Background: an optimization exercise with open tools, aiming at small area. Do not read the settings as production practice. The RTL was checked by simulation tests, not by an equivalence proof against the original design. No activity file was given, so power comes from the tool's default toggle rates.

==> branch pepper <==
==> flow/design.v (excerpt) <==
module Maze(clk, rst, sw, BtnC, BtnU, BtnD, BtnL, BtnR, seg, an, vga_r, vga_g, vga_b, vga_h_sync, vga_v_sync);
clock: 11.0 ns
lec_check: 0
abc_area: 1
cap_margin: 20
core_margin: 2
core_utilization: 45
cts_buf_list: sky130_fd_sc_hd__clkbuf_4 sky130_fd_sc_hd__clkbuf_8
slew_margin: 20
standard.sh (not shown) runs the stock make flow with config.mk's settings and CLKGATE_MAP_FILE= SYNTH_SCRIPT=/design/flow/synth_recipe.tcl, a recipe that flattens the netlist after the stock synthesis.
==> flow/flow/run.sh <==
#!/bin/bash
# Own flow: the standard layout (standard.sh), with these changes:
#  - after the standard synthesis (run unchanged), the combinational cells of its netlist
#    are mapped again by ABC with area-only scripts (flow/remap.tcl, flow/remap_*.abc);
#    every flip-flop instance stays as the standard synthesis made it (name, cell, nets),
#    which flow/fixq.py checks, and Yosys proves the new netlist equivalent to the
#    standard one (flow/equiv.tcl); the smallest mapping that passes both is used, and
#    the standard netlist if none does;
#  - the port buffers are sky130_fd_sc_hd__buf_1 (BUFFER_PORTS_ARGS) instead of the
#    cell buffer_ports picks by itself;
#  - clock tree synthesis inserts no dummy loads (CTS_ARGS: the standard arguments,
#    with the CTS_BUF_LIST of config.mk, plus -dont_use_dummy_load).
# Logs: std_synth.log, remap_*_yosys.log, remap_*_fixq.log, remap_*_equiv_yosys.log and
# flow_make.log here;
# each ORFS step also logs under orfs/logs/.
set -euo pipefail
W=$(pwd)
R="$W/orfs/results/$FLOW_PLATFORM/Maze/base"
L="$W/orfs/logs/$FLOW_PLATFORM/Maze/base"
YOSYS=/OpenROAD-flow-scripts/tools/install/yosys/bin/yosys
[[ -x $YOSYS ]] || YOSYS=yosys
export BUFFER_PORTS_ARGS="-buffer_cell sky130_fd_sc_hd__buf_1"
export CTS_ARGS="-sink_clustering_enable -repair_clock_nets -buf_list {sky130_fd_sc_hd__clkbuf_4 sky130_fd_sc_hd__clkbuf_8} -dont_use_dummy_load"

# 1. the standard synthesis
bash "$W/standard.sh" "$R/1_2_yosys.v" > "$W/std_synth.log" 2>&1
cp "$R/1_2_yosys.v" "$W/1_2_yosys_standard.v"

# 2. area-only remapping of the combinational cells: each script flow/remap_*.abc maps the
#    logic once; the smallest result that keeps the flip-flops and proves equivalent is used
export REMAP_LIB="$FLOW_HOME/platforms/$FLOW_PLATFORM/lib/sky130_fd_sc_hd__tt_025C_1v80.lib"
export REMAP_IN="$W/1_2_yosys_standard.v"
export REMAP_TOP="$FLOW_TOP"
export REMAP_DONT_USE="$(grep -o -- '-dont_use [^ ]*' "$L/1_2_yosys.log" | awk '{print $2}' | sort -u | tr '\n' ' ')"
export REMAP_SEQ="$(grep -oE 'sky130_fd_sc_hd__[a-z0-9_]+' "$W/1_2_yosys_standard.v" | sort -u | grep -E '__(e?df|dl|sdf)' | tr '\n' ' ')"
: > "$W/remap_areas.txt"
for s in "$W"/flow/remap_*.abc; do
  n=$(basename "$s" .abc)
  if REMAP_SCRIPT="$s" REMAP_OUT="$W/$n.v" "$YOSYS" -c "$W/flow/remap.tcl" > "$W/${n}_yosys.log" 2>&1; then
    a=$(awk '/Chip area/ {print $NF}' "$W/$n.v.stat")
    if [[ -n $a ]]; then echo "$a $n" >> "$W/remap_areas.txt"; fi
  fi
done
use_remap=none
for n in $(sort -n "$W/remap_areas.txt" | awk '{print $2}'); do
  if python3 "$W/flow/fixq.py" "$W/1_2_yosys_standard.v" "$W/$n.v" "$W/${n}_fixed.v" > "$W/${n}_fixq.log" 2>&1 &&
     EQ_GOLD="$W/1_2_yosys_standard.v" EQ_GATE="$W/${n}_fixed.v" "$YOSYS" -c "$W/flow/equiv.tcl" > "$W/${n}_equiv_yosys.log" 2>&1; then
    use_remap=$n
    cp "$W/${n}_fixed.v" "$R/1_2_yosys.v"
    break
  fi
done
echo "use_remap=$use_remap" > "$W/remap_used.txt"

# 3. the rest of the standard layout
bash "$W/standard.sh" > "$W/flow_make.log" 2>&1
==> flow/flow/equiv.tcl <==
# yosys -c equiv.tcl : proves the remapped netlist equivalent to the standard one
# (flip-flops paired by name); ends with an error if it cannot.
set lib $::env(REMAP_LIB)
yosys read_liberty -ignore_miss_func $lib
yosys read_verilog $::env(EQ_GOLD)
yosys rename $::env(REMAP_TOP) gold
yosys read_verilog $::env(EQ_GATE)
yosys rename $::env(REMAP_TOP) gate
yosys hierarchy -check
yosys flatten gold gate
yosys opt_clean
yosys equiv_make gold gate eq
yosys hierarchy -top eq
yosys equiv_simple -undef
yosys equiv_induct -undef
yosys equiv_status -assert
==> flow/flow/remap.tcl <==
# yosys -c remap.tcl : re-maps the combinational cells of a mapped netlist with an area-only
# ABC script, keeping every flip-flop instance (name and cell) as it is.
set lib $::env(REMAP_LIB)
set in $::env(REMAP_IN)
set out $::env(REMAP_OUT)
set script $::env(REMAP_SCRIPT)
set dont_use $::env(REMAP_DONT_USE)
yosys read_liberty -ignore_miss_func $lib
yosys read_verilog -defer $in
yosys hierarchy -top $::env(REMAP_TOP)
# keep the sequential cells (those whose liberty model holds a flip-flop or latch)
foreach m [split $::env(REMAP_SEQ) " "] {
  if {$m ne ""} { yosys setattr -mod -set keep_hierarchy 1 $m }
}
yosys flatten
yosys rename -hide w:*.*
yosys opt_clean -purge
set du {}
foreach c $dont_use { lappend du -dont_use $c }
yosys abc -script $script -liberty $lib {*}$du
yosys splitnets
yosys opt_clean -purge
yosys hilomap -singleton -hicell sky130_fd_sc_hd__conb_1 HI -locell sky130_fd_sc_hd__conb_1 LO
yosys insbuf -buf sky130_fd_sc_hd__buf_4 A X
yosys opt_clean -purge
yosys select -module $::env(REMAP_TOP)
yosys tee -o $out.stat stat -liberty $lib
yosys write_verilog -noattr -noexpr -nohex -nodec -selected $out
==> flow/flow/remap_amap.abc <==
strash
dch -f
amap
topo
dnsize -c
==> flow/flow/remap_ds.abc <==
strash
&get -n
&deepsyn -S 1 -T 300
&put
dch -f
amap
topo
dnsize -c
==> flow/flow/remap_map.abc <==
strash
dch -f
map -a
topo
dnsize -c
==> flow/flow/remap_nf.abc <==
strash
&get -n
&dch -f
&nf -a -R 1000
&put
dnsize -c
Other scripts of this flow, unchanged in this note and not shown: flow/flow/fixq.py
==> inputs of branch maple, as changes to branch pepper <==
==> flow/flow/run.sh (replaced) <==
#!/bin/bash
# Own flow: the standard layout (standard.sh), with these changes:
#  - after the standard synthesis (run unchanged), the combinational cells of its netlist
#    are mapped again by ABC with an area-only script (flow/remap.tcl, flow/remap.abc);
#    every flip-flop instance stays as the standard synthesis made it (name, cell, nets),
#    which flow/fixq.py checks, and Yosys proves the new netlist equivalent to the
#    standard one (flow/equiv.tcl); if either check fails the standard netlist is used;
#  - the port buffers are sky130_fd_sc_hd__buf_1 (BUFFER_PORTS_ARGS) instead of the
#    cell buffer_ports picks by itself;
#  - clock tree synthesis inserts no dummy loads (CTS_ARGS: the standard arguments,
#    with the CTS_BUF_LIST of config.mk, plus -dont_use_dummy_load).
# Logs: std_synth.log, remap_yosys.log, fixq.log, equiv_yosys.log and flow_make.log here;
# each ORFS step also logs under orfs/logs/.
set -euo pipefail
W=$(pwd)
R="$W/orfs/results/$FLOW_PLATFORM/Maze/base"
L="$W/orfs/logs/$FLOW_PLATFORM/Maze/base"
YOSYS=/OpenROAD-flow-scripts/tools/install/yosys/bin/yosys
[[ -x $YOSYS ]] || YOSYS=yosys
export BUFFER_PORTS_ARGS="-buffer_cell sky130_fd_sc_hd__buf_1"
export CTS_ARGS="-sink_clustering_enable -repair_clock_nets -buf_list {sky130_fd_sc_hd__clkbuf_4 sky130_fd_sc_hd__clkbuf_8} -dont_use_dummy_load"

# 1. the standard synthesis
bash "$W/standard.sh" "$R/1_2_yosys.v" > "$W/std_synth.log" 2>&1
cp "$R/1_2_yosys.v" "$W/1_2_yosys_standard.v"

# 2. area-only remapping of the combinational cells
export REMAP_LIB="$FLOW_HOME/platforms/$FLOW_PLATFORM/lib/sky130_fd_sc_hd__tt_025C_1v80.lib"
export REMAP_IN="$W/1_2_yosys_standard.v"
export REMAP_OUT="$W/1_2_yosys_remap.v"
export REMAP_SCRIPT="$W/flow/remap.abc"
export REMAP_TOP="$FLOW_TOP"
export REMAP_DONT_USE="$(grep -o -- '-dont_use [^ ]*' "$L/1_2_yosys.log" | awk '{print $2}' | sort -u | tr '\n' ' ')"
export REMAP_SEQ="$(grep -oE 'sky130_fd_sc_hd__[a-z0-9_]+' "$W/1_2_yosys_standard.v" | sort -u | grep -E '__(e?df|dl|sdf)' | tr '\n' ' ')"
use_remap=0
if "$YOSYS" -c "$W/flow/remap.tcl" > "$W/remap_yosys.log" 2>&1 &&
   python3 "$W/flow/fixq.py" "$W/1_2_yosys_standard.v" "$W/1_2_yosys_remap.v" "$W/1_2_yosys_fixed.v" > "$W/fixq.log" 2>&1 &&
   EQ_GOLD="$W/1_2_yosys_standard.v" EQ_GATE="$W/1_2_yosys_fixed.v" "$YOSYS" -c "$W/flow/equiv.tcl" > "$W/equiv_yosys.log" 2>&1; then
  use_remap=1
fi
echo "use_remap=$use_remap" > "$W/remap_used.txt"
if [[ $use_remap == 1 ]]; then
  cp "$W/1_2_yosys_fixed.v" "$R/1_2_yosys.v"
fi

# 3. the rest of the standard layout
bash "$W/standard.sh" > "$W/flow_make.log" 2>&1
==> flow/flow/remap.abc (new file) <==
strash
dch -f
map -a
topo
dnsize -c
removed: flow/flow/remap_amap.abc
removed: flow/flow/remap_ds.abc
removed: flow/flow/remap_map.abc
removed: flow/flow/remap_nf.abc
==> notes.md <==
| metric | branch pepper | branch maple |
|---|---|---|
| Metal1 wirelength | 13,380 um | 14,600 um |
| Cell total after placement | 1,513 | 1,711 |
| Power Internal | 726.8 uW | 739.9 uW |
| Static leakage | 3.163 nW | 3.388 nW |
| Ratio of final minimum period to clock period | 0.9344 | 0.9019 |
| Post-Syn Area | 8603 um2 | 9010 um2 |
| Clk_skew | 0.03629 ns | 0.03483 ns |
| Worst Max-Slew Pin Slew | 1.029 ns | 0.9829 ns |
| Proportion of cell area occupied by multi-input gates | 0.4891 | 0.4853 |
| Worst-path maximum fanout | 13 | 9 |
| Number of logic inverters in the finished layout | 185 | 248 |
| Status | finished clean | finished clean |
| Fraction of met3 tracks used by global routing | 0.08580 | 0.06426 |
| Non-clock buffering overhead | 0.04253 | 0.03904 |
| Global-route wire length before repair | 48,530 um | 52,560 um |

[what the ideal ports hide]
Ports are ideal in the flow. The routed layouts listed here were re-timed in OpenROAD. Step 1 sets driving cells, clkbuf_16 on the clock port and buf_2 on the other inputs (assumed; they add their load-dependent delay and slew). Step 2 times the ports against the registers' clock, not the clock port: input delays grow and output delays shrink by t, the midpoint of the rising clock arrivals with the driver on. Three values: ideal, step 1, step 2; two values: the first two.
| run | t, ns | setup slack, ns | worst hold slack (ns) | clock arrival spread, ns |
|---|---|---|---|---|
| branch pepper | 0.471 | 0.721 / 0.742 / 0.271 | 0.420 / 0.420 / 0.420 | 0.041 / 0.040 |
| branch maple | 0.475 | 1.079 / 1.098 / 0.623 | 0.421 / 0.421 / 0.421 | 0.039 / 0.039 |
After both steps setup and hold are still met in every run listed. The setup slack of branch maple, which loses most, moves by +0.019 ns with the drivers and by -0.456 ns with both steps.
